Context: an optimization exercise on an open-source flow, tuned for small area. The choices shown serve that exercise and are no tape-out recipe. In this exercise RTL edits were held to simulation tests only and were not proved equivalent to the original. Power and IR drop assume default switching activity.

==> design/flow/design.v <==
module en_clk_time (
	input	wire	clk, rst,
	output	reg	en_1clk,
	output	reg	en_clk,
	output	wire	deb_en,		 
	output	wire	sw_en		 
);
	reg	[3:0]	a;
	reg	[2:0]	b;
	reg	[6:0]	cnt_1clk;
	wire	a9	= a[3] & a[0];
	assign	deb_en	= b[1] & ~b[0] & ~a[3] & a[2] & ~a[1] & ~a[0];
	assign	sw_en		= b[1] & ~b[0] & ~a[3] & a[2] &  a[1] & ~a[0];
	always @(posedge clk or negedge rst) begin
		if (!rst) begin
			a <= 0; b <= 0; en_clk <= 0;
		end
		else if (a9) begin
			a <= 0; en_clk <= 1'b1;
			b <= b[2] ? 3'd0 : b + 1'b1;
		end
		else begin
			a <= a + 1'b1; en_clk <= 0;
		end
	end
	always @(posedge clk or negedge rst) begin
		if (!rst) begin
			en_1clk <= 0; cnt_1clk <= 0;
		end
		else if (en_clk) begin
			if (cnt_1clk[6] & cnt_1clk[5] & cnt_1clk[2]) begin
				en_1clk <= 1'b1; cnt_1clk <= 0;
			end
			else begin
				en_1clk <= 0; cnt_1clk <= cnt_1clk + 1'b1;
			end
		end
		else
			en_1clk <= 0;
	end
endmodule
module debouncer_control(
	input	wire			clk, rst,
	input	wire			deb_en, sw_en,
	input	wire	[4:0]	in_sw,
	output	wire	[4:0]	sw);
	reg	[4:0]	q, q2;
	always @(posedge clk or negedge rst) begin
		if (!rst) begin
			q <= 0; q2 <= 0;
		end
		else if (deb_en) begin
			q <= in_sw; q2 <= q;
		end
	end
	assign	sw = sw_en ? (q & ~q2) : 5'd0;
endmodule
module fsm (
	input	wire			clk, rst,
	input	wire	[4:0]	sw,
	output	wire	[5:0]	en_state,
	output	wire	[2:0]	mode,
	output	wire	[2:0]	mode_nx,
	output	reg	[3:0]	cursor);
	reg	[2:0]	state;
	assign	mode = state;
	assign	en_state = {state == 3'd5, state == 3'd4, state == 3'd3,
							 state == 3'd2, state == 3'd1, state == 3'd0};
	assign	mode_nx = sw[4] ? ((state == 3'd5) ? 3'd0 : state + 1'b1) : state;
	always @(posedge clk or negedge rst) begin
		if (!rst)
			state <= 0;
		else
			state <= mode_nx;
	end
	wire			edit	= (state == 3'd1) | (state == 3'd2) | (state == 3'd3) | (state == 3'd5);
	wire	[3:0]	last	= (state == 3'd3) ? 4'd13 : (state == 3'd2) ? 4'd7 : 4'd5;
	wire			at_end	= (cursor == last);		 
	always @(posedge clk or negedge rst) begin
		if (!rst)
			cursor <= 0;
		else if (!edit)
			cursor <= 0;
		else if (sw[0])
			cursor <= at_end ? 4'd0 : cursor + 1'b1;
		else if (sw[3])
			cursor <= (cursor == 4'd0) ? last : cursor - 1'b1;
	end
endmodule
module watch_time (
	input	wire			clk, rst, en_1hz,
	input	wire			set_watch,
	input	wire	[5:0]	ld_hour,		 
	input	wire	[6:0]	ld_min, ld_sec,
	output	wire			ampm,
	output	reg	[1:0]	ht,
	output	reg	[3:0]	ho,
	output	reg	[2:0]	mt,
	output	reg	[3:0]	mo,
	output	reg	[2:0]	st,
	output	reg	[3:0]	so,
	output	reg			en_day);
	assign	ampm	= ht[1] | (ht[0] & (ho[3] | ho[2] | ho[1]));
	wire	so9	= so[3] & so[0], st5 = st[2] & st[0];
	wire	mo9	= mo[3] & mo[0], mt5 = mt[2] & mt[0];
	wire	h23	= ht[1] & ~ht[0] & ~ho[2] & ho[1] & ho[0];
	wire	h31	= ht[1] & ht[0] & ho[0];
	wire	c1		= en_1hz & so9;
	wire	c2		= c1 & st5;						 
	wire	c3		= c2 & mo9;
	wire	c4		= c3 & mt5;						 
	always @(posedge clk or negedge rst) begin
		if (!rst) begin
			{ht, ho, mt, mo, st, so} <= 0;
			en_day <= 0;
		end
		else if (set_watch) begin
			{ht, ho}	<= ld_hour;
			{mt, mo}	<= ld_min;
			{st, so}	<= ld_sec;
			en_day	<= 0;
		end
		else begin
			en_day <= c4 & h23;
			if (en_1hz)	so <= so9 ? 4'd0 : so + 1'b1;
			if (c1)	st <= st5 ? 3'd0 : st + 1'b1;
			if (c2)	mo <= mo9 ? 4'd0 : mo + 1'b1;
			if (c3)	mt <= mt5 ? 3'd0 : mt + 1'b1;
			if (c4) begin
				if (h23 | h31)
					{ht, ho} <= 0;
				else if (ho[3] & ho[0]) begin
					ht <= ht + 1'b1; ho <= 0;
				end
				else
					ho <= ho + 1'b1;
			end
		end
	end
endmodule
module watch_date (
	input	wire			clk, rst, en_day,
	input	wire			set_date,
	input	wire	[15:0]	ld_year,
	input	wire	[3:0]	ld_month,
	input	wire	[4:0]	ld_day,
	output	reg	[4:0]	max_date,
	output	reg	[15:0]	year,
	output	reg	[3:0]	month,
	output	reg	[4:0]	day,
	output	wire	[2:0]	week);
	wire	[3:0]	y3 = year[15:12], y2 = year[11:8], y1 = year[7:4], y0 = year[3:0];
	wire	low0	= (year[7:0] == 8'd0);
	wire	leap	= (low0 ? (~y2[0] & ~(y2[1] ^ y3[0])) : (~y0[0] & ~(y0[1] ^ y1[0])));
	always @(*) begin
		case (month)
			4'd1, 4'd3, 4'd5, 4'd7, 4'd8, 4'd10, 4'd12 : max_date = 5'd31;
			4'd2		:	max_date = {4'b1110, leap};
			4'd4, 4'd6, 4'd9, 4'd11 : max_date = 5'd30;
			default	:	max_date = 5'd0;
		endcase
	end
	wire			jf		= (month == 4'd1) | (month == 4'd2);
	wire	[6:0]	klo	= {y1, 3'b0} + {y1, 1'b0} + y0;
	wire	[3:0]	hi		= {y3[0], 3'b0} + {y3[2:0], 1'b0} + y2;		 
	wire			yzero	= low0 & (year[15:8] == 8'd0);
	reg	[6:0]	k;
	reg	[3:0]	j;
	always @(*) begin
		if (!jf) begin
			k = klo; j = hi;
		end
		else if (yzero) begin
			k = 7'd83; j = 4'd3;
		end
		else if (low0) begin
			k = 7'd99; j = hi - 1'b1;
		end
		else begin
			k = klo - 1'b1; j = hi;
		end
	end
	reg	[5:0]	mterm;
	always @(*) begin
		case (month)
			4'd0 : mterm = 6'd2;		4'd1 : mterm = 6'd36;
			4'd2 : mterm = 6'd39;	4'd3 : mterm = 6'd10;
			4'd4 : mterm = 6'd13;	4'd5 : mterm = 6'd15;
			4'd6 : mterm = 6'd18;	4'd7 : mterm = 6'd20;
			4'd8 : mterm = 6'd23;	4'd9 : mterm = 6'd26;
			4'd10: mterm = 6'd28;	4'd11: mterm = 6'd31;
			4'd12: mterm = 6'd33;	4'd13: mterm = 6'd36;
			4'd14: mterm = 6'd39;	default: mterm = 6'd41;
		endcase
	end
	wire	[7:0]	wsum	= day + mterm + k + k[6:2] + j[3:2] - {j, 1'b0};
	wire	[4:0]	f1		= wsum[7:6] + wsum[5:3] + wsum[2:0];
	wire	[3:0]	f2		= f1[4:3] + f1[2:0];
	assign	week	= (f2 >= 4'd7) ? f2 - 4'd7 : f2[2:0];
	reg	[15:0]	year_inc;
	always @(*) begin
		year_inc = year;
		if (y0 != 4'd9)			year_inc[3:0] = y0 + 1'b1;
		else begin
			year_inc[3:0] = 0;
			if (y1 != 4'd9)		year_inc[7:4] = y1 + 1'b1;
			else begin
				year_inc[7:4] = 0;
				if (y2 != 4'd9)	year_inc[11:8] = y2 + 1'b1;
				else begin
					year_inc[11:8] = 0;
					year_inc[15:12] = y3 + 1'b1;
				end
			end
		end
	end
	wire	dmax	= (day == max_date);
	wire	m12	= (month == 4'd12);
	always @(posedge clk or negedge rst) begin
		if (!rst) begin
			year <= 0; month <= 0; day <= 0;
		end
		else if (set_date) begin
			year <= ld_year; month <= ld_month; day <= ld_day;
		end
		else if (en_day) begin
			if (dmax) begin
				day <= 5'd1;
				if (m12) begin
					month <= 4'd1;
					year <= (year == 16'h9999) ? 16'h0001 : year_inc;
				end
				else
					month <= month + 1'b1;
			end
			else
				day <= day + 1'b1;
		end
	end
endmodule
module set (
	input	wire			clk, rst,
	input	wire	[5:0]	en_state,
	input	wire	[4:0]	sw,
	input	wire	[3:0]	cursor,
	input	wire	[7:0]	bcd_hour, bcd_min, bcd_sec,
	input	wire	[15:0]	bcd_year,
	input	wire	[7:0]	bcd_month, bcd_day,
	input	wire	[4:0]	max_date,
	output	reg	[7:0]	s_hour, s_min, s_sec,
	output	reg	[15:0]	s_year,
	output	reg	[7:0]	s_mon, s_day,
	output	reg	[7:0]	a_hour, a_min, a_sec,
	output	reg	[15:0]	a_year,
	output	reg	[7:0]	a_mon, a_day,
	output	reg	[7:0]	an_hour, an_min, an_sec,
	output	reg	[15:0]	an_year,
	output	reg	[7:0]	an_mon, an_day,
	output	reg	[7:0]	t_hour, t_min, t_sec,
	output	wire			ad_we,			 
	output	wire	[2:0]	ad_pos,			 
	output	wire	[3:0]	ad_old);		 
	wire	mW = en_state[0], mSW = en_state[1], mSD = en_state[2], mAL = en_state[3], mTM = en_state[5];
	wire	inc = sw[1];
	wire	dec = ~sw[1] & sw[2];
	wire	act = sw[1] | sw[2];
	wire	hsel	= mSW | mTM | (mAL & (cursor < 4'd6));
	wire	[2:0]	pos	= (mSW | mSD | mTM | hsel) ? cursor[2:0] : cursor[2:0] - 3'd6;
	wire	[1:0]	pr		= pos[2:1];		 
	wire			sub	= pos[0];		 
	wire	[7:0]	H	= ({8{mSW}} & s_hour) | ({8{mAL}} & a_hour) | ({8{mTM}} & t_hour);
	wire	[7:0]	Mi	= ({8{mSW}} & s_min)  | ({8{mAL}} & a_min)  | ({8{mTM}} & t_min);
	wire	[7:0]	Se	= ({8{mSW}} & s_sec)  | ({8{mAL}} & a_sec)  | ({8{mTM}} & t_sec);
	wire	[7:0]	D	= mSD ? s_day : a_day;
	wire	[7:0]	Mo	= mSD ? s_mon : a_mon;
	wire	[15:0]	Y	= mSD ? s_year : a_year;
	reg	[7:0]	pair;
	always @(*) begin
		if (hsel)
			case (pr)
				2'd0 : pair = Se;
				2'd1 : pair = Mi;
				default : pair = H;
			endcase
		else
			case (pr)
				2'd0 : pair = D;
				2'd1 : pair = Mo;
				2'd2 : pair = Y[7:0];
				default : pair = Y[15:8];
			endcase
	end
	wire	[3:0]	x	= sub ? pair[7:4] : pair[3:0];	 
	wire	[3:0]	o	= sub ? pair[3:0] : pair[7:4];	 
	wire	tSM	= hsel & ~pr[1];			 
	wire	tH		= hsel & pr[1];			 
	wire	tD		= ~hsel & (pr == 2'd0);	 
	wire	tM		= ~hsel & (pr == 2'd1);	 
	wire	tY		= ~hsel & pr[1];			 
	reg	[3:0]	mx, mr;		 
	always @(*) begin
		case (max_date)
			5'd28 : begin mx = 4'd2; mr = 4'd8; end
			5'd29 : begin mx = 4'd2; mr = 4'd9; end
			5'd30 : begin mx = 4'd3; mr = 4'd0; end
			5'd31 : begin mx = 4'd3; mr = 4'd1; end
			default : begin mx = 4'd0; mr = 4'd0; end
		endcase
	end
	wire	[3:0]	yzd	= {Y[15:12] == 4'd0, Y[11:8] == 4'd0, Y[7:4] == 4'd0, Y[3:0] == 4'd0};
	reg			yz;
	always @(*) begin
		case ({pr[0], sub})
			2'd0 : yz = yzd[3] & yzd[2] & yzd[1];
			2'd1 : yz = yzd[3] & yzd[2] & yzd[0];
			2'd2 : yz = yzd[3] & yzd[1] & yzd[0];
			default : yz = yzd[2] & yzd[1] & yzd[0];
		endcase
	end
	wire	dd_t	= tD & sub & dec;
	wire	dd_t9	= dd_t & (x == 4'd0) & ~((x == mx) && (o == 4'd0));
	wire	[3:0]	xe	= (dd_t & ~dd_t9) ? o : x;	 
	wire	[3:0]	xi	= xe + 1'b1;
	wire	[3:0]	xd	= xe - 1'b1;
	wire	x0		= (x == 4'd0);
	wire	x9		= (x == 4'd9);
	reg	[3:0]	nv;
	always @(*) begin
		if (inc) begin
			if (tSM)
				nv = (x == (sub ? 4'd5 : 4'd9)) ? 4'd0 : xi;
			else if (tH & ~sub)
				nv = (((o == 4'd2) && (x >= 4'd4)) || x9) ? 4'd0 : xi;
			else if (tH)
				nv = ((x == 4'd2) || (!mTM && (x == 4'd1) && (o >= 4'd4))) ? 4'd0 : xi;
			else if (tD & ~sub)
				nv = ((o == mx) && (x >= mr)) ? ((o != 4'd0) ? 4'd0 : 4'd1) : x9 ? 4'd0 : xi;
			else if (tD)
				nv = ((mx != 4'd0) && (x == mx - 1'b1) && (o >= mr)) ? 4'd0 :
					  (x == mx) ? ((o != 4'd0) ? 4'd0 : 4'd1) : xi;
			else if (tM & ~sub)
				nv = ((o == 4'd1) && (x >= 4'd2)) ? 4'd0 : x9 ? 4'd1 : xi;
			else if (tM)
				nv = (((x == 4'd1) && (o != 4'd0)) || (o > 4'd2)) ? 4'd0 : xi;
			else
				nv = x9 ? {3'b0, yz} : xi;
		end
		else begin
			if (tSM)
				nv = x0 ? (sub ? 4'd5 : 4'd9) : xd;
			else if (tH & ~sub)
				nv = ((mTM ? o == 4'd0 : o == 4'd2) && x0) ? 4'd3 : x0 ? 4'd9 : xd;
			else if (tH & mTM)
				nv = (x0 || (s_hour[7:4] == 4'd0)) ? 4'd2 : xd;
			else if (tH)
				nv = x0 ? ((o >= 4'd4) ? 4'd1 : 4'd2) : xd;
			else if (tD & ~sub)
				nv = ((o == mx) && x0) ? mr : (((o == 4'd0) && (x == 4'd1)) || x0) ? 4'd9 : xd;
			else if (tD)
				nv = dd_t9 ? 4'd9 : ((x == mx) && (o == 4'd0)) ? mr : xd;
			else if (tM & ~sub)
				nv = ((o == 4'd1) && x0) ? 4'd2 : (x <= 4'd1) ? 4'd9 : xd;
			else if (tM)
				nv = (x0 && (o > 4'd2)) ? 4'd0 : {3'b0, x0};
			else
				nv = ((yz && (x <= 4'd1)) || x0) ? 4'd9 : xd;
		end
	end
	wire	[3:0]	hn = nv, dn = nv;
	wire	[5:0]	hwe	= (hsel & act) ? (6'd1 << pos) : 6'd0;
	wire			bug	= mAL & inc & (pos == 3'd1) & (a_sec[7:4] != 4'd5);
	wire	[5:0]	we_S	= {6{mSW}} & hwe | {4'b0, bug, 1'b0};
	wire	[5:0]	we_A	= {6{mAL & ~bug}} & hwe;
	wire	[5:0]	we_T	= {6{mTM}} & hwe;
	wire	[2:0]	dwp	= (dd_t & ~dd_t9) ? 3'd0 : pos;
	wire	[7:0]	dwe	= (~hsel & act) ? (8'd1 << dwp) : 8'd0;
	wire	[7:0]	we_SD	= {8{mSD}} & dwe;
	wire	[7:0]	we_AD	= {8{mAL}} & dwe;
	assign	ad_we		= mAL & ~hsel & act;
	assign	ad_pos	= ~dwp;
	assign	ad_old	= xe;
	reg	[7:0]	sn_hour, sn_min, sn_sec, sn_mon, sn_day, tn_hour, tn_min, tn_sec;
	reg	[15:0]	sn_year;
	always @(*) begin
		if (mW) begin
			{sn_hour, sn_min, sn_sec} = {bcd_hour, bcd_min, bcd_sec};
			{sn_year, sn_mon, sn_day} = {bcd_year, bcd_month, bcd_day};
		end
		else begin
			sn_sec	= {we_S[1] ? hn : s_sec[7:4],  we_S[0] ? hn : s_sec[3:0]};
			sn_min	= {we_S[3] ? hn : s_min[7:4],  we_S[2] ? hn : s_min[3:0]};
			sn_hour	= {we_S[5] ? hn : s_hour[7:4], we_S[4] ? hn : s_hour[3:0]};
			sn_day	= {we_SD[1] ? dn : s_day[7:4], we_SD[0] ? dn : s_day[3:0]};
			sn_mon	= {we_SD[3] ? dn : s_mon[7:4], we_SD[2] ? dn : s_mon[3:0]};
			sn_year	= {we_SD[7] ? dn : s_year[15:12], we_SD[6] ? dn : s_year[11:8],
						   we_SD[5] ? dn : s_year[7:4],   we_SD[4] ? dn : s_year[3:0]};
		end
		an_sec	= {we_A[1] ? hn : a_sec[7:4],  we_A[0] ? hn : a_sec[3:0]};
		an_min	= {we_A[3] ? hn : a_min[7:4],  we_A[2] ? hn : a_min[3:0]};
		an_hour	= {we_A[5] ? hn : a_hour[7:4], we_A[4] ? hn : a_hour[3:0]};
		an_day	= {we_AD[1] ? dn : a_day[7:4], we_AD[0] ? dn : a_day[3:0]};
		an_mon	= {we_AD[3] ? dn : a_mon[7:4], we_AD[2] ? dn : a_mon[3:0]};
		an_year	= {we_AD[7] ? dn : a_year[15:12], we_AD[6] ? dn : a_year[11:8],
					   we_AD[5] ? dn : a_year[7:4],   we_AD[4] ? dn : a_year[3:0]};
		tn_sec	= {we_T[1] ? hn : t_sec[7:4],  we_T[0] ? hn : t_sec[3:0]};
		tn_min	= {we_T[3] ? hn : t_min[7:4],  we_T[2] ? hn : t_min[3:0]};
		tn_hour	= {we_T[5] ? hn : t_hour[7:4], we_T[4] ? hn : t_hour[3:0]};
		sn_sec[7] = 1'b0;		sn_min[7] = 1'b0;
		an_sec[7] = 1'b0;		an_min[7] = 1'b0;		an_hour[7:6] = 2'b0;
		tn_sec[7] = 1'b0;		tn_min[7] = 1'b0;		tn_hour[7:6] = 2'b0;
	end
	always @(posedge clk or negedge rst) begin
		if (!rst) begin
			{s_hour, s_min, s_sec, s_year, s_mon, s_day} <= 0;
			{a_hour, a_min, a_sec, a_year, a_mon, a_day} <= 0;
			{t_hour, t_min, t_sec} <= 0;
		end
		else begin
			{s_hour, s_min, s_sec, s_year, s_mon, s_day} <= {sn_hour, sn_min, sn_sec, sn_year, sn_mon, sn_day};
			{a_hour, a_min, a_sec, a_year, a_mon, a_day} <= {an_hour, an_min, an_sec, an_year, an_mon, an_day};
			{t_hour, t_min, t_sec} <= {tn_hour, tn_min, tn_sec};
		end
	end
endmodule
module alarm (
	input	wire	clk, rst,		 
	input	wire	rst_sw,
	input	wire	match,			 
	output	reg	led);
	reg	hit, on;
	always @(posedge clk) begin
		hit <= match;
		if (!rst)
			on <= 0;
		else if (rst_sw)
			on <= 0;
		else if (hit)
			on <= 1'b1;
		led <= on;
	end
endmodule
module timer (
	input	wire			clk, rst, stop, en_1clk,
	input	wire	[7:0]	timer_hour, timer_min, timer_sec,
	output	reg	[1:0]	ht,
	output	reg	[3:0]	ho,
	output	reg	[2:0]	mt,
	output	reg	[3:0]	mo,
	output	reg	[2:0]	st,
	output	reg	[3:0]	so);
	wire	so0 = (so == 4'd0), st0 = (st == 3'd0), mo0 = (mo == 4'd0),
			mt0 = (mt == 3'd0), ho0 = (ho == 4'd0), ht0 = (ht == 2'd0);
	wire	run	= en_1clk & ~(so0 & st0 & mo0 & mt0 & ho0 & ht0);
	wire	c1	= run & so0;
	wire	c2	= c1 & st0;
	wire	c3	= c2 & mo0;
	wire	c4	= c3 & mt0;
	wire	c5	= c4 & ho0;
	always @(posedge clk or negedge rst) begin
		if (!rst)
			{ht, ho, mt, mo, st, so} <= 0;
		else if (stop) begin
			{ht, ho} <= {timer_hour[5:4], timer_hour[3:0]};
			{mt, mo} <= {timer_min[6:4], timer_min[3:0]};
			{st, so} <= {timer_sec[6:4], timer_sec[3:0]};
		end
		else begin
			if (run)	so <= so0 ? 4'd9 : so - 1'b1;
			if (c1)	st <= st0 ? 3'd5 : st - 1'b1;
			if (c2)	mo <= mo0 ? 4'd9 : mo - 1'b1;
			if (c3)	mt <= mt0 ? 3'd5 : mt - 1'b1;
			if (c4)	ho <= ho0 ? 4'd9 : ho - 1'b1;
			if (c5)	ht <= ht - 1'b1;
		end
	end
endmodule
module stopwatch (
	input	wire			clk, rst,
	input	wire			en_stop,
	input	wire	[4:0]	sw,
	input	wire			set_stop,
	output	reg	[2:0]	ht,
	output	reg	[3:0]	ho,
	output	reg	[2:0]	mt,
	output	reg	[3:0]	mo,
	output	reg	[3:0]	st,
	output	reg	[3:0]	so);
	reg	stop;
	always @(posedge clk or negedge rst) begin
		if (!rst)
			stop <= 0;
		else if (set_stop & sw[1])
			stop <= ~stop;
	end
	wire	s100	= st[3] & st[1];				 
	wire	so9	= so[3] & so[0];
	wire	mo9	= mo[3] & mo[0], mt5 = mt[2] & mt[0];
	wire	ho9	= ho[3] & ho[0];
	wire	run	= stop & en_stop;
	wire	c2		= run & s100;					 
	wire	c3		= c2 & mo9;
	wire	c4		= c3 & mt5;						 
	wire	c5		= c4 & ho9;
	always @(posedge clk or negedge rst) begin
		if (!rst)
			{ht, ho, mt, mo, st, so} <= 0;
		else if (!stop & sw[2])
			{ht, ho, mt, mo, st, so} <= 0;
		else begin
			if (run) begin
				if (s100)		{st, so} <= 0;
				else if (so9)	begin st <= st + 1'b1; so <= 0; end
				else				so <= so + 1'b1;
			end
			if (c2)	mo <= mo9 ? 4'd0 : mo + 1'b1;
			if (c3)	mt <= mt5 ? 3'd0 : mt + 1'b1;
			if (c4)	ho <= ho9 ? 4'd0 : ho + 1'b1;
			if (c5)	ht <= (ht[2] & ht[0]) ? 3'd0 : ht + 1'b1;
		end
	end
endmodule
module lcd_display_string (
	input	wire			clk,
	input	wire	[4:0]	index_nx,		 
	input	wire	[2:0]	mode,			 
	input	wire	[2:0]	mode_nx,		 
	input	wire	[15:0]	year,
	input	wire	[7:0]	month, day,
	input	wire	[7:0]	hour, min, sec,
	input	wire	[2:0]	week,
	input	wire			ampm,
	input	wire	[15:0]	save_year,
	input	wire	[7:0]	save_mon, save_day,
	input	wire	[7:0]	save_hour, save_min, save_sec,
	input	wire	[7:0]	sw_hour, sw_min, sw_sec,
	input	wire	[7:0]	tm_hour, tm_min, tm_sec,
	input	wire			ad_we,
	input	wire	[2:0]	ad_pos,
	input	wire	[3:0]	ad_old,
	output	reg	[7:0]	out);
	reg	[2:0]		l_week;
	reg				l_ampm;
	wire	m_time	= (mode == 3'd0) | (mode == 3'd1) | (mode == 3'd2);
	wire	m_alarm	= (mode == 3'd3);
	wire	[15:0]	n_year	= m_time ? year  : save_year;
	wire	[7:0]		n_month	= m_time ? month : save_mon;
	wire	[7:0]		n_day		= m_time ? day   : save_day;
	reg				ed_valid;
	reg	[2:0]		ed_pos;
	reg	[3:0]		ed_old;
	always @(posedge clk)
		if (m_alarm) begin
			ed_valid	<= ad_we & (mode_nx != 3'd3);
			ed_pos	<= ad_pos;
			ed_old	<= ad_old;
		end
	wire	[2:0]		n_week	= (m_time | m_alarm) ? week : l_week;
	wire				n_ampm	= (m_time | m_alarm) ? ampm : l_ampm;
	reg	[7:0]		n_hour, n_min, n_sec;
	always @(*) begin
		case (mode)
			3'd0, 3'd1, 3'd2 : {n_hour, n_min, n_sec} = {hour, min, sec};
			3'd3 : {n_hour, n_min, n_sec} = {save_hour, save_min, save_sec};
			3'd4 : {n_hour, n_min, n_sec} = {sw_hour, sw_min, sw_sec};
			default : {n_hour, n_min, n_sec} = {tm_hour, tm_min, tm_sec};
		endcase
	end
	always @(posedge clk) begin
		l_week	<= n_week;
		l_ampm	<= n_ampm;
	end
	wire	[4:0]	index = index_nx;
	wire	[2:0]	md = mode_nx;
	localparam	K_CONST = 2'd0, K_DIGIT = 2'd1, K_WEEK = 2'd2, K_AMPM = 2'd3;
	reg	[1:0]	kind;
	reg	[3:0]	dsel;		 
	reg	[1:0]	wsel;		 
	reg	[7:0]	k;			 
	always @(*) begin
		kind = K_CONST; dsel = 4'd0; wsel = 2'd0; k = 8'h20;
		if ((md == 3'd0 || md == 3'd2 || md == 3'd3) && !index[4]) begin
			case (index[3:0])
				4'd0 : k = 8'h59;
				4'd1 : k = 8'h3A;
				4'd2, 4'd3, 4'd4, 4'd5 : begin kind = K_DIGIT; dsel = {2'b00, index[1:0] - 2'd2}; end
				4'd7 : k = 8'h4D;
				4'd8 : k = 8'h3A;
				4'd9 : begin kind = K_DIGIT; dsel = 4'd4; end
				4'd10: begin kind = K_DIGIT; dsel = 4'd5; end
				4'd12: k = 8'h44;
				4'd13: k = 8'h3A;
				4'd14: begin kind = K_DIGIT; dsel = 4'd6; end
				4'd15: begin kind = K_DIGIT; dsel = 4'd7; end
				default : k = 8'h20;
			endcase
		end
		else if (md == 3'd0) begin		 
			case (index[3:0])
				4'd0 : kind = K_AMPM;
				4'd1 : k = 8'h4D;
				4'd3 : begin kind = K_DIGIT; dsel = 4'd8; end
				4'd4 : begin kind = K_DIGIT; dsel = 4'd9; end
				4'd5 : k = 8'h3A;
				4'd6 : begin kind = K_DIGIT; dsel = 4'd10; end
				4'd7 : begin kind = K_DIGIT; dsel = 4'd11; end
				4'd8 : k = 8'h3A;
				4'd9 : begin kind = K_DIGIT; dsel = 4'd12; end
				4'd10: begin kind = K_DIGIT; dsel = 4'd13; end
				4'd13: begin kind = K_WEEK; wsel = 2'd0; end
				4'd14: begin kind = K_WEEK; wsel = 2'd1; end
				4'd15: begin kind = K_WEEK; wsel = 2'd2; end
				default : k = 8'h20;
			endcase
		end
		else if (index[4] & index[3] & (md != 3'd2)) begin	 
			case (index[2:0])
				3'd0 : begin kind = K_DIGIT; dsel = 4'd8; end
				3'd1 : begin kind = K_DIGIT; dsel = 4'd9; end
				3'd3 : begin kind = K_DIGIT; dsel = 4'd10; end
				3'd4 : begin kind = K_DIGIT; dsel = 4'd11; end
				3'd6 : begin kind = K_DIGIT; dsel = 4'd12; end
				3'd7 : begin kind = K_DIGIT; dsel = 4'd13; end
				default : k = 8'h3A;
			endcase
		end
		else begin
			case (md)
				3'd1 : case (index)			 
					5'd0 : k = 8'h54;	5'd1 : k = 8'h69;	5'd2 : k = 8'h6D;	5'd3 : k = 8'h65;
					5'd5 : k = 8'h53;	5'd6 : k = 8'h65;	5'd7 : k = 8'h74;
					5'd9 : k = 8'h4D;	5'd10: k = 8'h6F;	5'd11: k = 8'h64;	5'd12: k = 8'h65;
					5'd16: begin kind = K_WEEK; wsel = 2'd0; end
					5'd17: begin kind = K_WEEK; wsel = 2'd1; end
					5'd18: begin kind = K_WEEK; wsel = 2'd2; end
					5'd21: kind = K_AMPM;
					5'd22: k = 8'h4D;
					default : k = 8'h20;
				endcase
				3'd2 : case (index[3:0])	 
					4'd0 : k = 8'h44;	4'd1 : k = 8'h61;	4'd2 : k = 8'h74;	4'd3 : k = 8'h65;
					4'd5 : k = 8'h53;	4'd6 : k = 8'h65;	4'd7 : k = 8'h74;
					4'd9 : k = 8'h4D;	4'd10: k = 8'h6F;	4'd11: k = 8'h64;	4'd12: k = 8'h65;
					default : k = 8'h20;
				endcase
				3'd3 : case (index[3:0])	 
					4'd0 : k = 8'h61;	4'd1 : k = 8'h6c;	4'd2 : k = 8'h61;	4'd3 : k = 8'h72;
					4'd4 : k = 8'h6d;	4'd5 : kind = K_AMPM;	4'd6 : k = 8'h4D;
					default : k = 8'h20;
				endcase
				3'd4 : case (index)			 
					5'd0 : k = 8'h73;	5'd1 : k = 8'h74;	5'd2 : k = 8'h6f;	5'd3 : k = 8'h70;
					5'd5 : k = 8'h77;	5'd6 : k = 8'h61;	5'd7 : k = 8'h74;	5'd8 : k = 8'h63;
					5'd9 : k = 8'h68;
					default : k = 8'h20;
				endcase
				default : case (index)		 
					5'd5 : k = 8'h77;	5'd6 : k = 8'h61;	5'd7 : k = 8'h74;	5'd8 : k = 8'h63;
					5'd9 : k = 8'h68;
					default : k = 8'h20;
				endcase
			endcase
		end
	end
	reg	[3:0]	d;
	always @(*) begin
		case (dsel)
			4'd0 : d = n_year[15:12];
			4'd1 : d = n_year[11:8];
			4'd2 : d = n_year[7:4];
			4'd3 : d = n_year[3:0];
			4'd4 : d = n_month[7:4];
			4'd5 : d = n_month[3:0];
			4'd6 : d = n_day[7:4];
			4'd7 : d = n_day[3:0];
			4'd8 : d = n_hour[7:4];
			4'd9 : d = n_hour[3:0];
			4'd10: d = n_min[7:4];
			4'd11: d = n_min[3:0];
			4'd12: d = n_sec[7:4];
			default : d = n_sec[3:0];
		endcase
	end
	wire	[3:0]	dx = (!m_time && !m_alarm && ed_valid && !dsel[3] && (dsel[2:0] == ed_pos)) ? ed_old : d;
	reg	[7:0]	wl;
	always @(*) begin
		case ({n_week, wsel})
			{3'd1, 2'd0}, {3'd0, 2'd0}, {3'd7, 2'd0} : wl = 8'h53;
			{3'd2, 2'd0} : wl = 8'h4D;
			{3'd3, 2'd0}, {3'd5, 2'd0} : wl = 8'h54;
			{3'd4, 2'd0} : wl = 8'h57;
			{3'd6, 2'd0} : wl = 8'h46;
			{3'd0, 2'd1}, {3'd7, 2'd1} : wl = 8'h41;
			{3'd1, 2'd1}, {3'd3, 2'd1} : wl = 8'h55;
			{3'd2, 2'd1} : wl = 8'h4F;
			{3'd4, 2'd1} : wl = 8'h45;
			{3'd5, 2'd1} : wl = 8'h48;
			{3'd6, 2'd1} : wl = 8'h52;
			{3'd0, 2'd2}, {3'd7, 2'd2} : wl = 8'h54;
			{3'd1, 2'd2}, {3'd2, 2'd2} : wl = 8'h4E;
			{3'd3, 2'd2} : wl = 8'h45;
			{3'd4, 2'd2} : wl = 8'h44;
			{3'd5, 2'd2} : wl = 8'h55;
			default : wl = 8'h49;		 
		endcase
	end
	reg	[7:0]	chr;
	always @(posedge clk) begin
		case (kind)
			K_DIGIT : chr <= {4'h3, (dx > 4'd9) ? 4'd0 : dx};
			K_WEEK  : chr <= wl;
			K_AMPM  : chr <= n_ampm ? 8'h50 : 8'h41;
			default : chr <= k;
		endcase
		out <= chr;
	end
endmodule
module lcd_driver (
	input	wire			clk, rst,
	input	wire	[7:0]	data_char,
	output	wire	[4:0]	index_char,
	output	wire	[4:0]	index_nx,		 
	output	reg			lcd_rs,
	output	wire			lcd_rw,
	output	wire			lcd_e,
	output	wire	[7:0]	lcd_data);
	localparam	P_INIT = 2'd0, P_PRINT = 2'd1, P_CMD = 2'd2;
	reg	[5:0]	cnt_en;
	reg			en_clk;
	reg	[1:0]	phase;
	reg	[4:0]	cnt;
	reg	[7:0]	data_bus;
	wire	idle	= (phase == P_INIT) & ~cnt[3];
	assign	lcd_rw	= 1'b0;
	assign	lcd_data	= data_bus;
	assign	lcd_e		= ~idle & (cnt_en[5] ? (cnt_en[4:0] == 5'd0) : (cnt_en[4:1] != 4'd0));
	assign	index_char = (phase == P_INIT) ? 5'd0 : cnt;
	always @(posedge clk or negedge rst) begin
		if (!rst) begin
			cnt_en <= 0; en_clk <= 0;
		end
		else begin
			cnt_en <= cnt_en + 1'b1;
			en_clk <= &cnt_en;
		end
	end
	reg	[1:0]	phase_nx;
	reg	[4:0]	cnt_nx;
	always @(*) begin
		phase_nx = phase; cnt_nx = cnt;
		if (en_clk) begin
			case (phase)
				P_INIT : begin
					if (cnt[3] & cnt[2]) begin		 
						phase_nx = P_PRINT; cnt_nx = 5'd0;
					end
					else
						cnt_nx = cnt + 1'b1;
				end
				P_PRINT : begin
					cnt_nx = cnt + 1'b1;
					if (cnt[3:0] == 4'd15)				 
						phase_nx = P_CMD;
				end
				default : phase_nx = P_PRINT;
			endcase
		end
	end
	assign	index_nx = (phase_nx == P_INIT) ? 5'd0 : cnt_nx;
	always @(posedge clk or negedge rst) begin
		if (!rst) begin
			phase <= P_INIT; cnt <= 0;
		end
		else begin
			phase <= phase_nx; cnt <= cnt_nx;
		end
	end
	always @(posedge clk or negedge rst) begin
		if (!rst) begin
			lcd_rs <= 0; data_bus <= 0;
		end
		else begin
			lcd_rs <= (phase == P_PRINT);
			case (phase)
				P_INIT : case (cnt[3:0])
					4'd8  : data_bus <= 8'h38;		 
					4'd9  : data_bus <= 8'h08;		 
					4'd11 : data_bus <= 8'h0C;		 
					4'd12 : data_bus <= 8'h06;		 
					default : data_bus <= 8'h01;	 
				endcase
				P_PRINT : data_bus <= data_char;
				default : data_bus <= cnt[4] ? 8'hC0 : 8'h80;	 
			endcase
		end
	end
endmodule
module clock(
	clk,
	rst,
	rst_sw,
	stop,
	in_sw,
	lcd_rs,
	lcd_rw,
	lcd_e,
	lcd_data,
	led);
	input					clk, rst;
	input		[4:0]		in_sw;
	input					rst_sw;
	input					stop;
	output				lcd_rs;			 
	output				lcd_rw;			 
	output				lcd_e;			 
	output	[7:0]		lcd_data;
	output				led;
	wire	rstn = ~rst;
	function [5:0] bcd5;		 
		input [4:0] x;
		bcd5 = {x / 5'd10, 4'd0} | (x % 5'd10);
	endfunction
	function [4:0] bcd4;		 
		input [3:0] x;
		bcd4 = (x > 4'd9) ? {1'b1, x - 4'd10} : {1'b0, x};
	endfunction
	wire	en_1hz, en_stop, deb_en, sw_en;
	en_clk_time EN_TIME (.clk(clk), .rst(rstn), .en_1clk(en_1hz), .en_clk(en_stop),
		.deb_en(deb_en), .sw_en(sw_en));
	wire	[4:0]	sw;
	debouncer_control DEB (.clk(clk), .rst(rstn), .deb_en(deb_en), .sw_en(sw_en),
		.in_sw(in_sw), .sw(sw));
	wire	[5:0]	en_state;
	wire	[3:0]	cursor;
	wire	[2:0]	mode;
	wire	[2:0]	mode_nx;
	fsm FSM (.clk(clk), .rst(rstn), .sw(sw), .en_state(en_state), .mode(mode), .mode_nx(mode_nx), .cursor(cursor));
	wire	[7:0]		s_hour, s_min, s_sec, s_month, s_day;
	wire	[15:0]	s_year;
	wire	[7:0]		a_hour, a_min, a_sec, a_mon, a_day;
	wire	[15:0]	a_year;
	wire	[7:0]		an_hour, an_min, an_sec, an_mon, an_day;
	wire	[15:0]	an_year;
	wire	[7:0]		t_hour, t_min, t_sec;
	wire				ad_we;
	wire	[2:0]		ad_pos;
	wire	[3:0]		ad_old;
	wire	[1:0]	w_ht;
	wire	[3:0]	w_ho, w_mo, w_so;
	wire	[2:0]	w_mt, w_st;
	wire			ampm, en_day;
	wire	[15:0]	year;
	wire	[3:0]	month;
	wire	[4:0]	day;
	wire	[2:0]	week;
	wire	[4:0]	max_date;
	wire	[4:0]	ld_hour_bin	= {s_hour[5:4], 3'b0} + {s_hour[7:4], 1'b0} + s_hour[3:0];
	wire	[5:0]	ld_hour		= bcd5(ld_hour_bin);
	wire	[3:0]	ld_month		= {s_month[4], 3'b0} + {s_month[6:4], 1'b0} + s_month[3:0];
	wire	[4:0]	ld_day		= {s_day[5:4], 3'b0} + {s_day[7:4], 1'b0} + s_day[3:0];
	wire	[7:0]	bcd_hour		= {2'b0, w_ht, w_ho};
	wire	[7:0]	bcd_min		= {1'b0, w_mt, w_mo};
	wire	[7:0]	bcd_sec		= {1'b0, w_st, w_so};
	wire	[7:0]	bcd_month	= {3'b0, bcd4(month)};
	wire	[7:0]	bcd_day		= {2'b0, bcd5(day)};
	set SET (
		.clk(clk), .rst(rstn), .en_state(en_state), .sw(sw), .cursor(cursor),
		.bcd_hour(bcd_hour), .bcd_min(bcd_min), .bcd_sec(bcd_sec),
		.bcd_year(year), .bcd_month(bcd_month), .bcd_day(bcd_day),
		.max_date(max_date),
		.s_hour(s_hour), .s_min(s_min), .s_sec(s_sec), .s_year(s_year), .s_mon(s_month), .s_day(s_day),
		.a_hour(a_hour), .a_min(a_min), .a_sec(a_sec), .a_year(a_year), .a_mon(a_mon), .a_day(a_day),
		.an_hour(an_hour), .an_min(an_min), .an_sec(an_sec), .an_year(an_year), .an_mon(an_mon), .an_day(an_day),
		.t_hour(t_hour), .t_min(t_min), .t_sec(t_sec),
		.ad_we(ad_we), .ad_pos(ad_pos), .ad_old(ad_old));
	watch_time TIME (
		.clk(clk), .rst(rstn), .en_1hz(en_1hz), .set_watch(en_state[1]),
		.ld_hour(ld_hour), .ld_min(s_min[6:0]), .ld_sec(s_sec[6:0]),
		.ampm(ampm), .ht(w_ht), .ho(w_ho), .mt(w_mt), .mo(w_mo), .st(w_st), .so(w_so),
		.en_day(en_day));
	watch_date DATE (
		.clk(clk), .rst(rstn), .en_day(en_day), .set_date(en_state[2]),
		.ld_year(s_year), .ld_month(ld_month), .ld_day(ld_day),
		.max_date(max_date), .year(year), .month(month), .day(day), .week(week));
	wire	match	= (an_sec == s_sec) && (an_min == s_min) && (an_hour == {2'b0, ld_hour}) &&
					  (an_year == s_year) && (an_mon == {3'b0, bcd4(ld_month)}) &&
					  (an_day == {2'b0, bcd5(ld_day)});
	alarm ALARM (.clk(clk), .rst(rstn), .rst_sw(rst_sw), .match(match), .led(led));
	wire	[1:0]	tm_ht;
	wire	[3:0]	tm_ho, tm_mo, tm_so;
	wire	[2:0]	tm_mt, tm_st;
	timer TIMER (
		.clk(clk), .rst(rstn), .stop(stop), .en_1clk(en_1hz),
		.timer_hour(t_hour), .timer_min(t_min), .timer_sec(t_sec),
		.ht(tm_ht), .ho(tm_ho), .mt(tm_mt), .mo(tm_mo), .st(tm_st), .so(tm_so));
	wire	[2:0]	sp_ht, sp_mt;
	wire	[3:0]	sp_ho, sp_mo, sp_st, sp_so;
	stopwatch STOP (
		.clk(clk), .rst(rstn), .en_stop(en_stop), .sw(sw), .set_stop(en_state[4]),
		.ht(sp_ht), .ho(sp_ho), .mt(sp_mt), .mo(sp_mo), .st(sp_st), .so(sp_so));
	wire	[7:0]	data_char;
	wire	[4:0]	index_char, index_nx;
	lcd_display_string STR (
		.clk(clk), .index_nx(index_nx), .mode(mode), .mode_nx(mode_nx),
		.year(year), .month(bcd_month), .day(bcd_day),
		.hour(bcd_hour), .min(bcd_min), .sec(bcd_sec), .week(week), .ampm(ampm),
		.save_year(a_year), .save_mon(a_mon), .save_day(a_day),
		.save_hour(a_hour), .save_min(a_min), .save_sec(a_sec),
		.sw_hour({1'b0, sp_ht, sp_ho}), .sw_min({1'b0, sp_mt, sp_mo}), .sw_sec({sp_st, sp_so}),
		.tm_hour({2'b0, tm_ht, tm_ho}), .tm_min({1'b0, tm_mt, tm_mo}), .tm_sec({1'b0, tm_st, tm_so}),
		.ad_we(ad_we), .ad_pos(ad_pos), .ad_old(ad_old),
		.out(data_char));
	lcd_driver DRV (
		.clk(clk), .rst(rstn), .data_char(data_char), .index_char(index_char), .index_nx(index_nx),
		.lcd_rs(lcd_rs), .lcd_rw(lcd_rw), .lcd_e(lcd_e), .lcd_data(lcd_data));
endmodule
==> design/flow/run.sh <==
#!/bin/bash
# synth_recipe.tcl (not shown) runs the flow's synth.tcl, then flattens the netlist and writes it again
# the make line also repeats each setting of config.mk as NAME=value (left out here)
make -C /OpenROAD-flow-scripts/flow DESIGN_CONFIG=/design/flow/config.mk WORK_HOME=/design/flow/orfs CLKGATE_MAP_FILE= SYNTH_SCRIPT=/design/flow/synth_recipe.tcl finish
==> design/flow/config.mk <==
export PLATFORM = sky130hd
export DESIGN_NAME = clock
export DESIGN_NICKNAME = clock
export VERILOG_FILES = /design/flow/design.v
export SDC_FILE = /design/flow/constraint.sdc
export NUM_CORES = 4
export LEC_CHECK = 0
export ABC_AREA = 1
export CAP_MARGIN = 20
export CORE_MARGIN = 2
export CORE_UTILIZATION = 40
export CTS_CLUSTER_DIAMETER = 100
export CTS_CLUSTER_SIZE = 24
export GPL_TIMING_DRIVEN = 0
export SLEW_MARGIN = 20
==> design/flow/constraint.sdc <==
create_clock -name core_clock -period 25.0 [get_ports {clk}]
set_input_delay 5.0000 -clock core_clock [delete_from_list [all_inputs] [get_ports {clk}]]
set_output_delay 5.0000 -clock core_clock [all_outputs]
set_load 0.01 [all_outputs]
==> flow_metrics.tcl, run 1 <==
set metrics [dict create \
    dp.cells 4215 \
    power_frac_clock 0.270 \
    yosys.cell_types.count 69 \
    syn_nets 3588 \
    required_ns 25.43 \
    hold_slack_ns 0.333 \
    grt_max_degree 95 \
    htreeDepth 1 \
    p_int_mw 0.804 \
    min_period_ns 9.85 \
    synth_edf_count 8 \
    share_comb_of_total_power 0.322 \
    ys_ff_latch 300 \
    overflow 0 \
    track_usage 0.293 \
    final_common_cell "nand2_1" \
    maxCapViolCount 0 \
    diodes 0 \
    clkTransAtPathRegs_ns 0.10 \
    synthCells 3420 \
    outcome "complete, no violations" \
    wl_um 90700 \
    max_slew.worst_pin.slew_ns 1.20 \
    cpMaxStageDelayCell "fa_1" \
    io_buffers 19 \
    worstPathMaxFanout 8 \
    reg2reg_depth 48 \
    hold_viol 0 \
    finalSetupTns_ns 0 \
    r2r_end "STR.chr[0]" \
    rows 89 \
    p_leak_nw 12.7 \
    grt_pass1_vias 22100 \
    rsz0062_at_grt "no" \
    ys.flop_type "dfrtp_1" \
    pin_count 21 \
    cp_slowest_stage_delay_ns 0.54 \
    cts.sinks 300 \
    fin_cells 4248 \
    syn_area_um2 23700 \
    die_w_um 247 \
    timing.fmax_ghz 0.102 \
    first_pass_iters 9 \
    yosysTopAreaCellShare 0.287 \
    antenna_found_initial 1 \
    worstPathArrival_ns 10.27 \
    vias 24300 \
    fin_total_pwr_mw 1.34 \
    wire_per_inst_um 21.4 \
    drv_slew 0 \
    post-route-period-util 0.394 \
    power.density_nw_per_um2 52.5 \
    hold_depth 0 \
    cts_tree "yes" \
    insertion_delay_ns 0.59 \
    area_growth_pct 7.96 \
    hold_path.class "reg -> reg" \
    cts_buffer_depth 3 \
    hpwl_um 71300 \
    p_seq_frac 0.408 \
    via_per_inst 5.71 \
    cts_setup_buffers 0 \
    cts_resized 0 \
    startpoint_type "register" \
    gp_congestion 1.02 \
    ys_warn_count 12 \
    drc 0 \
    chipHeight_um 247 \
    holdCritStartpoint "STR.chr[4]" \
    detail_route.iter0.violations 2867 \
    drive_gt1_frac 0.0521 \
    regToRegSetupSlack_ns 15.15 \
    fin_worst_skew_ns 0.0437 \
    power_switching_mw 0.538 \
    syn_avg_cell_area_um2 6.92 \
    cts_buffers 19 \
    sw_frac_of_total 0.401 \
    worstReg2RegStart "DATE.year[4]" \
    path_common_cell "nand2_1" \
    critical_path_class "reg -> reg" \
    whs_endpoint "STR.out[4]" \
    clock-root-buffer "clkbuf_16" \
    ant_nets 0 \
    coreArea_um2 58800 \
    vdd_ir_drop_max_mv 0.0729 \
    ys_top_cells_by_area "dfrtp_1, nand2_1, inv_1" \
    start_util 0.402 \
    yosys.area.top_type "dfrtp_1" \
    fill_cells 6217 \
    worstSetupEndpointType "register" \
    dieArea_um2 61100 \
    grt_pass1_wl_um 135000 \
    setup_viol 0 \
    seq_area_frac_synth 0.315 \
    synth-async-reset-ratio 0.903 \
    most-common-layout-cells "nand2_1, inv_1, o21ai_0, nor2_1, dfrtp_1" \
    max_slew_margin 0.198 \
    num-nets-final 3631 \
    hold_buffers 0 \
]
-- power by group through the flow --
stage	sequential [mW]	combinational [mW]	clock, mW
3_3_place_gp	0.556	0.417	0
2_1_floorplan	0.541	0.282	0
5_1_grt	0.550	0.475	0.384
3_5_place_dp	0.556	0.421	0
4_1_cts	0.547	0.423	0.366
6_report	0.548	0.432	0.362
-- cell usage after synthesis, types with 14 or more instances --
master / instances
ha_1: 139
nor3_1: 52
dfxtp_1: 21
o22ai_1: 22
nand2_1: 849
or2_2: 32
fa_1: 20
nand3b_1: 19
inv_1: 506
xor2_1: 54
o21ai_0: 296
nor2_1: 282
o211ai_1: 38
a31oi_1: 17
o21ai_1: 20
dfrtp_1: 271
a21oi_1: 136
nand3_1: 247
a211oi_1: 18
o221ai_1: 47
buf_2: 14
clkbuf_1: 46
nand4_1: 31
nand2_2: 26
xnor2_1: 19
nor4_1: 17
-- per-stage QoR --
| step | cell area (µm²) | setup slack (ns) | util |
|---|---|---|---|
| after global placement | 24800 | 8.19 | 0.422 |
| after global routing | 25500 | 14.09 | 0.434 |
| after detailed placement | 24900 | 15.11 | 0.424 |
| final | 25500 | 15.15 | 0.434 |
| after CTS | 25500 | 15.10 | 0.434 |
| after floorplan | 23700 | 12.53 | - |
-- flip-flops by register name, indices dropped and copies added (netlist names), 8 cells and up --
name          count
SET.a_day         8
SET.a_year       16
SET.s_hour        8
DRV.data_bus      8
SET.a_mon         8
SET.s_mon         8
SET.s_day         8
SET.s_year       16
DATE.year        16
-- layout make-up --
cell class | count | area [µm²] | area share
Buffer | 77 | 374 | 0.0146
Clock buffer | 23 | 532 | 0.0208
Clock inverter | 10 | 109 | 0.00426
Inverter | 528 | 1990 | 0.0780
Multi-Input combinational cell | 2515 | 13900 | 0.543
Sequential cell | 300 | 7440 | 0.291
Tap cell | 773 | 967 | 0.0379
Timing Repair Buffer | 22 | 253 | 0.00989
-- routing by layer --
metal  vias up  global-route usage  part of all wire
met5         -                   0           0.00017
met4         2               0.136             0.056
met3       261              0.0524             0.094
li1      11400                   -                 -
met1     11400               0.403              0.42
met2      1226               0.445              0.43
-- worst max-delay path by stage --
stage / start / end / slack, ns / cells past startpoint
2_1_floorplan: rst / DATE.day[0] / 12.53 / 1
3_3_place_gp: rst / EN_TIME.cnt_1clk[3] / 8.19 / 2
3_5_place_dp: DATE.year[4] / STR.chr[0] / 15.11 / 48
4_1_cts: DATE.year[4] / STR.chr[0] / 15.10 / 48
5_1_grt: DATE.year[4] / STR.chr[0] / 14.09 / 48
6_report: DATE.year[4] / STR.chr[0] / 15.15 / 48
-- cell families (layout without fill, tap and decap cells) --
group	Yosys count	in the layout	share of synthesized area
buffers and inverters	605	660	0.0997
and+or+nand+nor	1595	1595	0.293
muxes	7	7	0.00333
xor gates and xnor gates	74	74	0.0277
other	1	1	0.000158
AOI/OAI and AO/OA	679	679	0.171
DFF	300	300	0.315
adders and majority gates	159	159	0.0904
-- critical path: cells and delay by family, from the launching register on --
kind	cells	cell delay, ns
DFF	1	0.49
AOI/OAI and AO/OA	8	1.26
xor gates and xnor gates	3	0.55
and+or+nand+nor	18	2.79
buffers and inverters	8	0.95
adders and majority gates	11	3.68
==> run 2: changes to the inputs <==
--- a/design/flow/design.v
+++ b/design/flow/design.v
@@ -194,5 +194,6 @@
 		endcase
 	end
-	wire	[7:0]	wsum	= day + mterm + k + k[6:2] + j[3:2] - {j, 1'b0};
+	wire	[4:0]	jc		= {j[3:2], 3'b0} - j[3:2] + {j[1:0], 1'b0};	 
+	wire	[7:0]	wsum	= day + mterm + k + k[6:2] - jc;
 	wire	[4:0]	f1		= wsum[7:6] + wsum[5:3] + wsum[2:0];
 	wire	[3:0]	f2		= f1[4:3] + f1[2:0];
--- a/design/flow/config.mk
+++ b/design/flow/config.mk
@@ -9,5 +9,5 @@
 export CAP_MARGIN = 20
 export CORE_MARGIN = 2
-export CORE_UTILIZATION = 40
+export CORE_UTILIZATION = 60
 export CTS_CLUSTER_DIAMETER = 100
 export CTS_CLUSTER_SIZE = 24
==> run 2 against run 1 <==
Net effect:
- clock power fell by 12%
- register-to-register slack got worse by 0.46 ns
- critical path depth shrank 2
- still clean on timing, DRC and antenna
==> flow_metrics.tcl, run 2 <==
set metrics [dict create \
    overflow 0 \
    coreArea_um2 38600 \
    clkTransAtPathRegs_ns 0.10 \
    fin_worst_skew_ns 0.0462 \
    start_util 0.609 \
    multi_input_area_um2 13600 \
    rows 72 \
    worstSetupEndpointType "register" \
    cts_buffer_depth 3 \
    grt_pass1_wl_um 137000 \
    worstPathMaxFanout 8 \
    reg2reg_depth 46 \
    yosysTopAreaCellShare 0.288 \
    ys.flop_type "dfrtp_1" \
    timing.fmax_ghz 0.0970 \
    ys_ff_latch 300 \
    worstPathArrival_ns 10.72 \
    cts_buffers 17 \
    final_common_cell "nand2_1" \
    fill_cells 3471 \
    num-nets-final 3628 \
    synthCells 3425 \
    hold_depth 0 \
    finalSetupTns_ns 0 \
    drive_gt1_frac 0.0432 \
    min_period_ns 10.30 \
    fin_cells 3994 \
    grt_max_degree 102 \
    cpMaxStageDelayCell "nor4_2" \
    setup_viol 0 \
    power.density_nw_per_um2 52.1 \
    io_buffers 19 \
    path_common_cell "inv_1" \
    die_w_um 202 \
    regToRegSetupSlack_ns 14.70 \
    rsz0062_at_grt "no" \
    post-route-period-util 0.412 \
    syn_nets 3588 \
    clock-root-buffer "clkbuf_16" \
    cp_slowest_stage_delay_ns 0.64 \
    via_per_inst 6.36 \
    ys_top_cells_by_area "dfrtp_1, nand2_1, inv_1" \
    cts_tree "yes" \
    r2r_end "STR.chr[4]" \
    critical_path_class "reg -> reg" \
    fin_total_pwr_mw 1.30 \
    hold_path.class "reg -> reg" \
    worstReg2RegStart "DATE.year[0]" \
    syn_area_um2 23500 \
    cts.sinks 300 \
    startpoint_type "register" \
    synth-async-reset-ratio 0.903 \
    most-common-layout-cells "nand2_1, inv_1, nor2_1, o21ai_0, dfrtp_1" \
    maxCapViolCount 0 \
    required_ns 25.42 \
    max_slew_margin 0.150 \
    max_slew.worst_pin.slew_ns 1.26 \
    outcome "complete, no violations" \
    dieArea_um2 40800 \
    vias 25400 \
    ant_nets 0 \
    wl_um 90900 \
    first_pass_iters 7 \
    antenna_found_initial 2 \
    yosys.area.top_type "dfrtp_1" \
    wire_per_inst_um 22.8 \
    ys_warn_count 12 \
    pin_count 21 \
    ys_top_cells_by_count "nand2_1, inv_1, nor2_1" \
    seq_area_frac_synth 0.316 \
    register_area_um2 7440 \
    hold_viol 0 \
    hpwl_um 70800 \
    gp_congestion 1.11 \
    area_growth_pct 6.04 \
    hold_buffers 0 \
    insertion_delay_ns 0.58 \
    synth_most_common_cell "nand2_1" \
    dp.cells 3964 \
    holdCritStartpoint "STR.chr[6]" \
    cts_setup_buffers 0 \
    synth_edf_count 8 \
    htreeDepth 1 \
    whs_endpoint "STR.out[6]" \
    detail_route.iter0.violations 3998 \
    drv_slew 0 \
    chipHeight_um 202 \
    vdd_ir_drop_max_mv 0.192 \
    cts_resized 0 \
    grt_pass1_vias 23700 \
    syn_avg_cell_area_um2 6.87 \
    p_leak_nw 12.6 \
    drc 0 \
    track_usage 0.440 \
    yosys.cell_types.count 68 \
]
==> run 2: cell types whose count changed after synthesis, sizes merged, moves of 6 or more <==
cell and delta:
nand2 -32, nor2 +30, inv +29, nand3 -19
a31oi +12, nand3b -9, nand4 +9, nor4 -7
ha -6, o221ai +6, xnor2 +6
==> run 2: kinds of logic (layout without fill, tap and decap cells) <==
| group | after synthesis | in the layout | share of synthesized area |
|---|---|---|---|
| flip-flops | 300 | 300 | 0.316 |
| XOR/XNOR | 78 | 78 | 0.0290 |
| AND/OR/NAND/NOR | 1569 | 1569 | 0.288 |
| adder cells (fa/ha/maj) | 154 | 154 | 0.0886 |
| AO/OA/AOI/OAI | 683 | 683 | 0.172 |
| buffers and inverters | 637 | 684 | 0.105 |
| multiplexers | 3 | 3 | 0.00144 |
| other | 1 | 5 | 0.000159 |
==> run 2: worst max-delay path, delay by kind of cell (launching register included) <==
| family | cells | cell delay [ns] |
|---|---|---|
| and+or+nand+nor | 11 | 1.86 |
| adders and majority gates | 10 | 3.67 |
| DFF | 1 | 0.47 |
| AOI/OAI and AO/OA | 10 | 2.12 |
| buffers and inverters | 10 | 1.09 |
| xor gates and xnor gates | 5 | 0.98 |
==> run 2: area by class of cell <==
cell class / instances / area share
diodes: 4 / 0.000401
plain buffers: 82 / 0.0158
clock buffers: 22 / 0.0178
clock inverters: 4 / 0.00211
inverters: 555 / 0.0838
multi-input cells: 2488 / 0.546
flip-flops and latches: 300 / 0.298
well taps: 518 / 0.0260
repair buffers: 21 / 0.00983
==> run 2: power breakdown <==
group | switching (mW) | leakage, nW | internal, mW
Sequential | 0.0325 | 3.91 | 0.515
Clock | 0.186 | 0.240 | 0.131
Combinational | 0.313 | 8.40 | 0.122
Total | 0.531 | 12.6 | 0.768
==> run 2: worst max path at each step <==
stage	startpoint	to	slack (ns)	cells after the start
after detailed placement	DATE.year[0]	STR.chr[4]	14.44	46
after floorplan	rst	DATE.day[0]	12.53	1
final	DATE.year[0]	STR.chr[4]	14.70	46
after CTS	DATE.year[0]	STR.chr[4]	14.41	46
after global placement	rst	DRV.data_bus[4]	8.77	2
after global routing	DATE.year[0]	STR.chr[4]	13.86	47
==> run 2: per-layer routing <==
| metal | GRT usage | wire (µm) | share of wire |
|---|---|---|---|
| met1 | 0.579 | 34400 | 0.38 |
| met2 | 0.669 | 38400 | 0.42 |
| met3 | 0.108 | 11900 | 0.13 |
| met4 | 0.236 | 6190 | 0.068 |
| met5 | 0 | 13 | 0.00014 |
==> run 2: metrics by stage <==
step            util  setup WS [ns]  hold WS [ns]  area (µm²)
6_report       0.646          14.70         0.333       25000
5_1_grt        0.645          13.86         0.338       24900
4_1_cts        0.645          14.41         0.335       24900
3_5_place_dp   0.632          14.44         0.315       24400
3_3_place_gp   0.631           8.77         0.313       24400
2_1_floorplan      -          12.53         0.310       23500
==> run 3: changes to the inputs <==
--- a/design/flow/config.mk
+++ b/design/flow/config.mk
@@ -9,5 +9,5 @@
 export CAP_MARGIN = 20
 export CORE_MARGIN = 2
-export CORE_UTILIZATION = 60
+export CORE_UTILIZATION = 50
 export CTS_CLUSTER_DIAMETER = 100
 export CTS_CLUSTER_SIZE = 24
==> run 3 against run 2 <==
Net effect:
- still clean
- routed wire length grew 0.19%
- non-clock buffer count grew 1
- clock skew shrank 0.0075 ns
- fmax grew 1.9%
- worst hold slack gained 0.0052 ns
- combinational power is essentially flat
- core utilization shrank 10 points
- clock power grew 11%
- worst setup slack gained 0.19 ns
==> flow_metrics.tcl, run 3 <==
set metrics [dict create \
    wire_per_inst_um 22.3 \
    gp_congestion 1.12 \
    fin_cells 4086 \
    vdd_ir_drop_max_mv 0.192 \
    p_leak_nw 12.6 \
    drc 0 \
    antenna_found_initial 4 \
    syn_area_um2 23500 \
    via_per_inst 6.01 \
    ys_top_cells_by_area "dfrtp_1, nand2_1, inv_1" \
    io_buffers 19 \
    post-route-period-util 0.404 \
    power.density_nw_per_um2 52.9 \
    fin_worst_skew_ns 0.0387 \
    maxCapViolCount 0 \
    grt_pass1_wl_um 137000 \
    timing.fmax_ghz 0.0989 \
    worstPathMaxFanout 8 \
    ys.flop_type "dfrtp_1" \
    path_common_cell "inv_1" \
    overflow 0 \
    die_w_um 221 \
    num-nets-final 3631 \
    first_pass_iters 7 \
    drv_slew 0 \
    finalSetupTns_ns 0 \
    required_ns 25.43 \
    area_growth_pct 7.07 \
    cts_setup_buffers 0 \
    min_period_ns 10.11 \
    worstSetupEndpointType "register" \
    hpwl_um 72200 \
    max_slew.worst_pin.slew_ns 1.19 \
    synthCells 3425 \
    clock-root-buffer "clkbuf_16" \
    max_slew_margin 0.207 \
    post-route-util 0.542 \
    clkTransAtPathRegs_ns 0.10 \
    synth-async-reset-ratio 0.903 \
    grt_max_degree 71 \
    setup_viol 0 \
    cp_top_family "adder cells" \
    worstPathArrival_ns 10.54 \
    critical_path_class "reg -> reg" \
    drive_gt1_frac 0.0454 \
    path_buf_inv 11 \
    cts_tree "yes" \
    wl_um 91100 \
    chipHeight_um 221 \
    cp_slowest_stage_delay_ns 0.59 \
    track_usage 0.365 \
    cts_resized 0 \
    startpoint_type "register" \
    syn_avg_cell_area_um2 6.87 \
    grt_pass1_vias 22800 \
    synth_edf_count 8 \
    dieArea_um2 48800 \
    vias 24500 \
    detail_route.iter0.violations 2967 \
    yosysTopAreaCellShare 0.288 \
    yosys.area.top_type "dfrtp_1" \
    ys_ff_latch 300 \
    hold_path.class "reg -> reg" \
    cts_buffers 19 \
    fin_total_pwr_mw 1.33 \
    seq_area_frac_synth 0.316 \
    final_common_cell "nand2_1" \
    coreArea_um2 46500 \
    cts_buffer_depth 3 \
    ant_nets 0 \
    dp.cells 4054 \
    hold_buffers 0 \
    yosys.cell_types.count 68 \
    stdcell_area_um2 25200 \
    most-common-layout-cells "nand2_1, inv_1, nor2_1, o21ai_0, dfrtp_1" \
    hold_viol 0 \
    rows 79 \
    syn_nets 3588 \
    insertion_delay_ns 0.57 \
    synth_most_common_cell "nand2_1" \
    ys_top_cells_by_count "nand2_1, inv_1, nor2_1" \
    ys_warn_count 12 \
    pin_count 21 \
    cpMaxStageDelayCell "nor4_2" \
    start_util 0.507 \
    cts.sinks 300 \
    outcome "complete, no violations" \
    placed_area_um2 24600 \
    rsz0062_at_grt "no" \
    htreeDepth 1 \
]
## run 3: changes by cell type in the layout (fill, tap and decap cells not counted), sizes merged
cell and delta:
clkinv +3, inv +2, buf +1, diode -3
## run 3: through the flow
stage                     setup slack [ns]  hold slack [ns]
after floorplan                      12.53            0.310
after global placement                8.59            0.312
after detailed placement             14.57            0.314
after CTS                            14.54            0.341
after global routing                 14.04            0.350
final                                14.89            0.338
## run 3: per-layer routing
metal	vias to the layer above	share of wire	global-route usage
li1	11300	-	-
met1	11600	0.41	0.497
met2	1310	0.43	0.562
met3	248	0.10	0.0766
met4	6	0.053	0.160
met5	-	0.00045	0
## run 3: where the power goes
| group | switching, mW | internal (mW) |
|---|---|---|
| Sequential | 0.0327 | 0.515 |
| Clock | 0.200 | 0.152 |
| Combinational | 0.311 | 0.122 |
## run 3: cell families (layout without fill, tap and decap cells)
kind of cell    after synthesis  count (layout)  share of synthesized area
simple gates               1569            1569                      0.288
mux                           3               3                    0.00144
fa+ha+maj                   154             154                     0.0886
other cells                   1               2                   0.000159
buf+inv                     637             690                      0.105
xor+xnor                     78              78                     0.0290
flops                       300             300                      0.316
compound gates              683             683                      0.172
## run 3: path summary, 6_finish.rpt
| kind | start | endpoint | slack, ns | cells after the start |
|---|---|---|---|---|
| hold / removal | STR.chr[2] | STR.out[2] | 0.34 | 0 |
| setup / recovery | DATE.year[0] | STR.chr[4] | 14.89 | 47 |
| max in group asynchronous | rst | STOP.ho[0] | 19.29 | 3 |
| min in group asynchronous | rst | TIME.en_day | 4.89 | 2 |
| hold reg to reg | STR.chr[2] | STR.out[2] | 0.34 | 0 |
| setup reg to reg | DATE.year[0] | STR.chr[4] | 14.89 | 47 |
## run 3: final cells by class
cell class / count / area [µm²]
timing repair buffer: 22 / 273
fill: 4701 / 21300
clock inverter: 9 / 113
tap: 607 / 759
buffer: 82 / 393
sequential: 300 / 7440
clock buffer: 22 / 497
multi-input combinational: 2488 / 13600
antenna: 1 / 2.50
inverter: 555 / 2090
==> run 4: changes to the inputs <==
--- a/design/flow/config.mk
+++ b/design/flow/config.mk
@@ -9,7 +9,7 @@
 export CAP_MARGIN = 20
 export CORE_MARGIN = 2
-export CORE_UTILIZATION = 50
-export CTS_CLUSTER_DIAMETER = 100
-export CTS_CLUSTER_SIZE = 24
+export CORE_UTILIZATION = 60
+export CTS_CLUSTER_DIAMETER = 80
+export CTS_CLUSTER_SIZE = 20
 export GPL_TIMING_DRIVEN = 0
 export SLEW_MARGIN = 20
==> run 4 against run 3 <==
Net effect:
- power rose by 8.0%
- global-route usage rose by 7.8 points
- fmax fell by 1.7%
- clock skew fell by 0.019 ns
- largest power group unchanged
- highest routed layer unchanged
==> flow_metrics.tcl, run 4 <==
set metrics [dict create \
    outcome "complete, no violations" \
    drv_slew 0 \
    worstSetupEndpointType "register" \
    hold_buffers 0 \
    syn_avg_cell_area_um2 6.87 \
    wl_um 91400 \
    track_usage 0.443 \
    cts_tree "yes" \
    cp_top_family "adder cells" \
    path_buf_inv 10 \
    htreeDepth 1 \
    required_ns 25.47 \
    insertion_delay_ns 0.60 \
    cpMaxStageDelayCell "nor4_2" \
    finalSetupTns_ns 0 \
    synth_edf_count 8 \
    ys.flop_type "dfrtp_1" \
    max_slew_margin 0.165 \
    syn_area_um2 23500 \
    final_common_cell "nand2_1" \
    area_growth_pct 7.85 \
    ys_ff_latch 300 \
    timing.fmax_ghz 0.0972 \
    hpwl_um 70800 \
    grt_max_degree 102 \
    cts.sinks 300 \
    via_per_inst 6.34 \
    maxCapViolCount 0 \
    fin_worst_skew_ns 0.0202 \
    most-common-layout-cells "nand2_1, inv_1, nor2_1, o21ai_0, dfrtp_1" \
    p_leak_nw 12.8 \
    fill_cells 3428 \
    vdd_ir_drop_max_mv 0.201 \
    rows 72 \
    min_period_ns 10.28 \
    cts_buffer_depth 3 \
    cts_setup_buffers 0 \
    yosys.area.top_type "dfrtp_1" \
    critical_path_class "reg -> reg" \
    synth_most_common_cell "nand2_1" \
    post-route-period-util 0.411 \
    startpoint_type "register" \
    synthCells 3425 \
    ys_warn_count 12 \
    setup_viol 0 \
    worstPathMaxFanout 8 \
    coreArea_um2 38600 \
    stdcell_area_um2 25400 \
    rsz0062_at_grt "no" \
    ant_nets 0 \
    hold_viol 0 \
    ys_top_cells_by_area "dfrtp_1, nand2_1, inv_1" \
    gp_congestion 1.11 \
    vias 25400 \
    yosys.cell_types.count 68 \
    synth-async-reset-ratio 0.903 \
    cp_slowest_stage_delay_ns 0.63 \
    worstPathArrival_ns 10.75 \
    clock-root-buffer "clkbuf_16" \
    first_pass_iters 8 \
    yosysTopAreaCellShare 0.288 \
    io_buffers 19 \
    ys_top_cells_by_count "nand2_1, inv_1, nor2_1" \
    antenna_found_initial 3 \
    grt_pass1_wl_um 138000 \
    hold_path.class "reg -> reg" \
    clkTransAtPathRegs_ns 0.08 \
    start_util 0.609 \
    drive_gt1_frac 0.0496 \
    wire_per_inst_um 22.8 \
    max_slew.worst_pin.slew_ns 1.25 \
    dieArea_um2 40800 \
    pin_count 21 \
    grt_pass1_vias 24100 \
    num-nets-final 3637 \
    placed_area_um2 24400 \
    seq_area_frac_synth 0.316 \
    die_w_um 202 \
    cts_resized 0 \
    cts_buffers 26 \
    overflow 0 \
    syn_nets 3588 \
    path_common_cell "inv_1" \
    chipHeight_um 202 \
    power.density_nw_per_um2 56.7 \
    detail_route.iter0.violations 3896 \
    drc 0 \
]
-- run 4: cell counts after synthesis --
Identical to the previous run, type by type.
-- run 4: kinds of logic after synthesis --
| group | after synthesis | share of synthesized area |
|---|---|---|
| XOR/XNOR | 78 | 0.0290 |
| AND/OR/NAND/NOR | 1569 | 0.288 |
| buffers and inverters | 637 | 0.105 |
| multiplexers | 3 | 0.00144 |
| AO/OA/AOI/OAI | 683 | 0.172 |
| other | 1 | 0.000159 |
| adder cells (fa/ha/maj) | 154 | 0.0886 |
| flip-flops | 300 | 0.316 |
-- run 4: worst register-to-register path: cells and delay by family (launching register included) --
kind	cells	cell delay [ns]
buf+inv	10	1.08
xor+xnor	5	1.00
fa+ha+maj	10	3.66
flops	1	0.46
simple gates	11	1.84
compound gates	10	2.10
-- run 4: final timing paths --
check | from | endpoint | slack [ns] | depth (start not counted)
worst max-delay path | DATE.year[0] | STR.chr[4] | 14.72 | 46
worst min-delay path | STR.chr[6] | STR.out[6] | 0.33 | 0
worst max register to register | DATE.year[0] | STR.chr[4] | 14.72 | 46
worst min register to register | STR.chr[6] | STR.out[6] | 0.33 | 0
max in group asynchronous | rst | DRV.data_bus[5] | 19.09 | 3
min in group asynchronous | rst | FSM.cursor[0] | 4.94 | 2
-- run 4: through the flow --
step / util / hold slack, ns / total power, mW / setup WS (ns) / std cells
3_3_place_gp: 0.631 / 0.313 / 0.939 / 8.77 / 3962
4_1_cts: 0.656 / 0.333 / 1.40 / 14.40 / 4008
2_1_floorplan: - / 0.310 / 0.812 / 12.53 / 3425
3_5_place_dp: 0.632 / 0.315 / 0.958 / 14.44 / 3964
6_report: 0.657 / 0.331 / 1.44 / 14.72 / 4011
5_1_grt: 0.656 / 0.339 / 1.48 / 13.87 / 4008
-- run 4: per-layer routing --
| metal | global-route usage | wire [µm] | vias to the layer above |
|---|---|---|---|
| li1 | - | - | 11400 |
| met1 | 0.575 | 34300 | 11800 |
| met2 | 0.673 | 38800 | 1796 |
| met3 | 0.114 | 12100 | 391 |
| met4 | 0.253 | 6220 | 4 |
| met5 | 0.00952 | 19 | - |
-- run 4: area by class of cell --
cell class,instances,area (µm²),share of cell area
clock inverters,16,224,0.00883
multi-input cells,2488,13600,0.537
well taps,518,648,0.0255
flip-flops and latches,300,7440,0.293
diodes,3,7.51,0.000296
repair buffers,21,245,0.00966
inverters,555,2090,0.0824
plain buffers,82,394,0.0155
clock buffers,28,701,0.0276
-- run 4: report_power, final --
group	switching (mW)	internal [mW]	leakage [nW]
combinational	0.313	0.122	8.40
sequential	0.0327	0.515	3.91
clock	0.230	0.225	0.446
